Background: an optimization exercise with open tools, aiming at small area. Do not read the settings as production practice.
Only simulation tests tie the RTL to the original design; equivalence was not proved.
Power and IR drop assume default switching activity.

===== run.sh =====
#!/bin/bash
# synth_recipe.tcl (not shown) runs the flow's synth.tcl, then flattens the netlist and writes it again
# the make line also repeats each setting of config.mk as NAME=value (left out here)
make -C /OpenROAD-flow-scripts/flow DESIGN_CONFIG=/design/flow/config.mk WORK_HOME=/design/flow/orfs CLKGATE_MAP_FILE= SYNTH_SCRIPT=/design/flow/synth_recipe.tcl finish

===== config.mk =====
export PLATFORM = sky130hd
export DESIGN_NAME = ZMEI
export DESIGN_NICKNAME = ZMEI
export VERILOG_FILES = /design/flow/design.v
export SDC_FILE = /design/flow/constraint.sdc
export NUM_CORES = 4
export LEC_CHECK = 0
export CAP_MARGIN = 20
export CORE_MARGIN = 2
export CORE_UTILIZATION = 40
export CTS_BUF_LIST = sky130_fd_sc_hd__clkbuf_8 sky130_fd_sc_hd__clkbuf_16
export SLEW_MARGIN = 20

===== constraint.sdc =====
create_clock -name core_clock -period 10.0 [get_ports {clk}]
set_input_delay 2.0000 -clock core_clock [delete_from_list [all_inputs] [get_ports {clk}]]
set_output_delay 2.0000 -clock core_clock [all_outputs]
set_load 0.01 [all_outputs]

===== design.v =====
module ZMEI (
input logic clk,
input logic reset,
input logic btn1,
input logic btn2,
output logic [3:0] led
);
typedef enum {RIGHT, LEFT, SPEED_CHANGE} e_state;
e_state state;
e_state prev_state;
logic [31:0] counter;
logic [31:0] max_cnt;
logic [31:0] max_cnt2;
logic [31:0] max_cnt3;
logic [31:0] max_cnt4;
always @(posedge clk) begin
	if(!reset) begin
		led[0] <= 1;
		led[1] <= 1;
		led[2] <= 1;
		led[3] <= 1;
		counter <= 0;
		state <= RIGHT;
		prev_state <= state;
		max_cnt <= 5_000;
		max_cnt2 <= 10_000;
		max_cnt3 <= 15_000;
		max_cnt4 <= 20_000;
	end
	else if(state == SPEED_CHANGE) begin
		if(!btn2) begin
			state <= SPEED_CHANGE;
		end
		else begin
			led[0] <= 1;
			led[1] <= 1;
			led[2] <= 1;
			led[3] <= 1;
			counter <= 0;
			case (max_cnt)
					2_500: 
				begin
					max_cnt <= 7_500;
					max_cnt2 <= 15_000;
					max_cnt3 <= 22_500;
					max_cnt4 <= 30_000;
				end
					5_000: 
				begin
					max_cnt <= 2_500;
					max_cnt2 <= 5_000;
					max_cnt3 <= 7_500;
					max_cnt4 <= 10_000;
				end
					7_500: 
				begin
					max_cnt <= 5_000;
					max_cnt2 <= 10_000;
					max_cnt3 <= 15_000;
					max_cnt4 <= 20_000;
				end
			endcase
			state <= prev_state;
		end
	end
	else if(state == RIGHT) begin
		prev_state <= state;
		if(counter == 0) begin
			led[0] <= 0;
			led[1] <= 1;
			led[2] <= 1;
			led[3] <= 1;
			counter <= counter + 1;
		end
		else if(counter == max_cnt) begin
			led[0] <= 1;
			led[1] <= 0;
			led[2] <= 1;
			led[3] <= 1;
			counter <= counter + 1;
		end
		else if(counter == max_cnt2) begin
			led[0] <= 1;
			led[1] <= 1;
			led[2] <= 0;
			led[3] <= 1;
			counter <= counter + 1;
		end
		else if(counter == max_cnt3) begin
			led[0] <= 1;
			led[1] <= 1;
			led[2] <= 1;
			led[3] <= 0;
			counter <= counter + 1;
		end
		else if(counter == max_cnt4) begin
			counter <= 0;
		end
			else begin
				if(!btn1) begin
					led[0] <= 0;
					led[1] <= 0;
					led[2] <= 0;
					led[3] <= 0;
					counter <= 0;
					state <= LEFT;
				end
				else if(!btn2)	begin
					state <= SPEED_CHANGE;
				end
				else begin
					counter <= counter + 1;
				end
			end
	end
	else 
	if(state == LEFT) begin
		prev_state <= state;
		if(counter == 0) begin
			led[0] <= 1;
			led[1] <= 1;
			led[2] <= 1;
			led[3] <= 0;
			counter <= counter + 1;
		end
		else if(counter == max_cnt) begin
			led[0] <= 1;
			led[1] <= 1;
			led[2] <= 0;
			led[3] <= 1;
			counter <= counter + 1;
		end
		else if(counter == max_cnt2) begin
			led[0] <= 1;
			led[1] <= 0;
			led[2] <= 1;
			led[3] <= 1;
			counter <= counter + 1;
		end
		else if(counter == max_cnt3) begin
			led[0] <= 0;
			led[1] <= 1;
			led[2] <= 1;
			led[3] <= 1;
			counter <= counter + 1;
		end
		else if(counter == max_cnt4) begin
			counter <= 0;
		end
			else begin
				if(!btn1) begin
					led[0] <= 0;
					led[1] <= 0;
					led[2] <= 0;
					led[3] <= 0;
					counter <= 0;
					state <= RIGHT;
				end
				else if(!btn2) begin
					state <= SPEED_CHANGE;
				end
				else begin
					counter <= counter + 1;
				end
			end
	end
end
endmodule

==> impl_metrics.py <==
metrics = {
    "timing": {
        "min_period_over_period_pct": 42.0,
        "worst_slack_ns": 5.80,
        "max_slew_margin_pct": 47.8,
        "finalSetupViolCount": 0,
        "fmax_ghz": 0.238,
        "period_minus_slack_ns": 4.20,
        "hold_viol_final": 0,
        "fin_skew_ns": 0.0103,
        "rsz0062_at_grt": "false",
        "worst_slew_pin_slew_ns": 0.775,
        "whs_ns": 0.468,
        "drv_slew": 0,
        "tns_ns": 0,
    },
    "grt": {
        "grt_overflow": 0,
        "antenna_found_initial": 0,
        "grt_pass1_vias": 3469,
        "track_usage_pct": 16.4,
        "grt_start_max_net_pins": 41,
        "grt_pass1_wl_um": 17200,
    },
    "clocking": {
        "cts-root-buf": "clkbuf_16",
        "cts_max_path_buffers": 2,
        "clock_sink_count": 105,
        "insertion_delay_ns": 0.35,
        "cts_max_level": 3,
        "clkSlewWorstSetupHoldPaths_ns": 0.07,
        "cts_tree": "done",
        "numCtsBuffers": 9,
        "cts_resized": 0,
        "cts_hold_repair.buffers": 0,
        "cts_setup_buffers": 0,
    },
    "routing": {
        "drt_pass1_iterations": 5,
        "ant_nets": 0,
        "vias": 3837,
        "wl_um": 10200,
        "wl_per_cell_um": 15.4,
        "vias_per_cell": 5.79,
        "drc": 0,
        "first_iter_violations": 322,
    },
    "critical_path": {
        "regToRegSetupSlack_ns": 6.66,
        "crit_path_end_kind": "register",
        "path_max_fanout": 13,
        "worst_r2r_path_depth": 8,
        "cp.arrival_ns": 4.48,
        "crit_required_ns": 10.27,
        "r2r_end": "counter[15]$_SDFFE_PN0P_",
        "start_kind": "input port",
        "criticalPathCategory": "in2reg",
        "r2r-start": "max_cnt3[13]$_SDFFE_PN1P_",
    },
    "synth": {
        "avgSynthCellArea_um2": 9.38,
        "synth_commonest_cells": "73 x dfxtp_1, 49 x a21oi_1, 33 x nand2_1, 33 x nor2b_1, 32 x edfxtp_1",
        "ys_types": 56,
        "syn_nets": 526,
        "synth_edf_count": 32,
        "yosysSeqAreaShare_pct": 49.7,
        "ys.warnings.count": 1,
        "ys_ff_latch": 105,
        "synth_most_common_cell": "dfxtp_1",
        "yosys.area.top_type": "dfxtp_1",
        "ys.flop_type": "dfxtp_1",
        "netlist.area_leader.share_pct": 30.0,
        "synth.area.top_cells": "dfxtp_1 30%, edfxtp_1 20%, a21oi_1 5.0%, nor2b_1 4.2%, xnor2_1 2.7%",
        "syn-cell-area_um2": 4880,
        "syn-instance-count": 520,
        "async_flop_share_pct": 0,
    },
    "placement": {
        "place_area_um2": 5020,
        "port_buffers": 7,
        "dp_cells": 646,
        "place_ws_ns": 5.38,
        "finalWeightedCongestion": 0.775,
        "hpwlAfterDp_um": 6740,
    },
    "die": {
        "dieArea_um2": 13100,
        "rows": 40,
        "start_util_pct": 40.8,
        "die-width_um": 114,
        "io_pins": 8,
        "die_y_um": 114,
        "coreArea_um2": 12000,
    },
    "layout": {
        "final_cells": 663,
        "final-seq-area_um2": 2420,
        "synthToLayoutAreaGrowth_pct": 9.13,
        "stdcell_area_um2": 5320,
        "nets": 517,
        "n_fill_cell": 1156,
        "drive_gt1_share_pct": 6.20,
        "multi_input_area_um2": 2230,
        "diodes": 0,
    },
    "min_path": {
        "min_path_cells": 0,
        "whs_endpoint": "prev_state[8]$_DFFE_PP_",
        "hp-start": "state[8]$_SDFFE_PN0P_",
        "hold_path_class": "reg2reg",
    },
    "power_and_ir_drop": {
        "ir_drop_v": 0.000124,
        "leakage_uw": 0.00189,
        "p_per_area_nw_per_um2": 225,
    },
    "run_status": {
        "status": "finished clean",
    },
    "run": {
        "cap_viol_max_count": 0,
    },
}
through the flow:
stage	power [uW]	utilization (%)
3_5_place_dp	858	42.0
4_1_cts	1210	44.5
5_1_grt	1260	44.5
6_report	1200	44.5
3_3_place_gp	852	42.0
2_1_floorplan	776	-
registers in the layout (all words and copies together), names as in the netlist:
register	cells
led	4
max_cnt3	5
prev_state	32
state	32
counter	32
cell type report:
class	count	share of cell area, %
Inverter	22	1.55
Clock buffer	9	4.23
Sequential cell	105	45.5
Clock inverter	7	1.34
Timing Repair Buffer	13	2.12
Tap cell	147	3.45
Multi-Input combinational cell	360	41.8
metal layers:
layer | wire length, um | track usage (%) | vias to the layer above
li1 | - | - | 1894
met1 | 4740 | 22.5 | 1834
met2 | 4800 | 25.4 | 91
met3 | 441 | 3.60 | 18
met4 | 212 | 6.18 | 0
met5 | 0 | 0 | -
kinds of logic (layout without fill, tap and decap cells):
family	after synthesis	after routing	share of synthesized area, %
buffers and inverters	55	51	4.77
AND/OR/NAND/NOR	204	204	23.0
multiplexers	3	3	0.616
adder cells (fa/ha/maj)	2	2	0.513
AO/OA/AOI/OAI	130	130	17.7
XOR/XNOR	21	21	3.77
flip-flops	105	105	49.7
worst max path at each step:
stage / slack [ns] / start / endpoint / depth (start not counted)
after floorplan: 6.43 / btn2 / counter[22]$_SDFFE_PN0P_ / 6
after global placement: 5.45 / btn2 / counter[19]$_SDFFE_PN0P_ / 7
after detailed placement: 5.38 / btn2 / counter[15]$_SDFFE_PN0P_ / 7
after CTS: 5.73 / btn2 / counter[15]$_SDFFE_PN0P_ / 7
after global routing: 5.57 / btn2 / counter[15]$_SDFFE_PN0P_ / 8
final: 5.80 / btn2 / counter[15]$_SDFFE_PN0P_ / 8
critical path, cell delays in order:
cell,delay (ns)
clkdlybuf4s50_1,0.52
nand2_1,0.09
a211o_1,0.34
a21oi_1,0.39
o211ai_1,0.31
buf_2,0.27
or4_1,0.41
a21oi_1,0.15
cell usage in the layout, fill, tap and decap left out, drive strengths merged, types with 5 or more instances in the layout:
cell type	count
o21ai	18
o211ai	8
o31ai	5
clkbuf	9
nor3	17
nor4	17
or3	9
nor2	28
dfxtp	73
nand4	13
nand2	33
buf	6
edfxtp	32
nor2b	33
xor2	6
nand3	15
or4	7
inv	25
xnor2	15
nand2b	7
clkdlybuf4s50	7
a211oi	7
a21oi	49
and3	15
power breakdown:
| part | leakage (uW) | internal [uW] | switching, uW |
|---|---|---|---|
| Clock | 0.000142 | 176 | 172 |
| Combinational | 0.000773 | 110 | 182 |
| Sequential | 0.000972 | 512 | 43.9 |

[static timing again, ports no longer ideal]
Ports are ideal in the flow. The routed layout listed here was re-timed in OpenROAD.
Step 1 (the two cells are an assumption about what drives the block):
set clk [get_ports {clk}]
set_driving_cell -lib_cell sky130_fd_sc_hd__clkbuf_16 $clk
set_driving_cell -lib_cell sky130_fd_sc_hd__buf_2 [delete_from_list [all_inputs] $clk]
Step 2, shift: input delay + t, output delay - t, t = (earliest + latest rising clock arrival at the registers) / 2. This alone moves slack from input paths to output paths.
Slacks: no drivers / after step 1 / after step 2; pairs: no drivers / after step 1.
t (ns): 0.386
slack for setup (ns): 5.796 / 5.793 / 5.408
worst setup path after step 2: input to register
After both steps this run still meets setup and hold. The setup slack of this run moves by -0.003 ns with the drivers and by -0.388 ns with both steps.
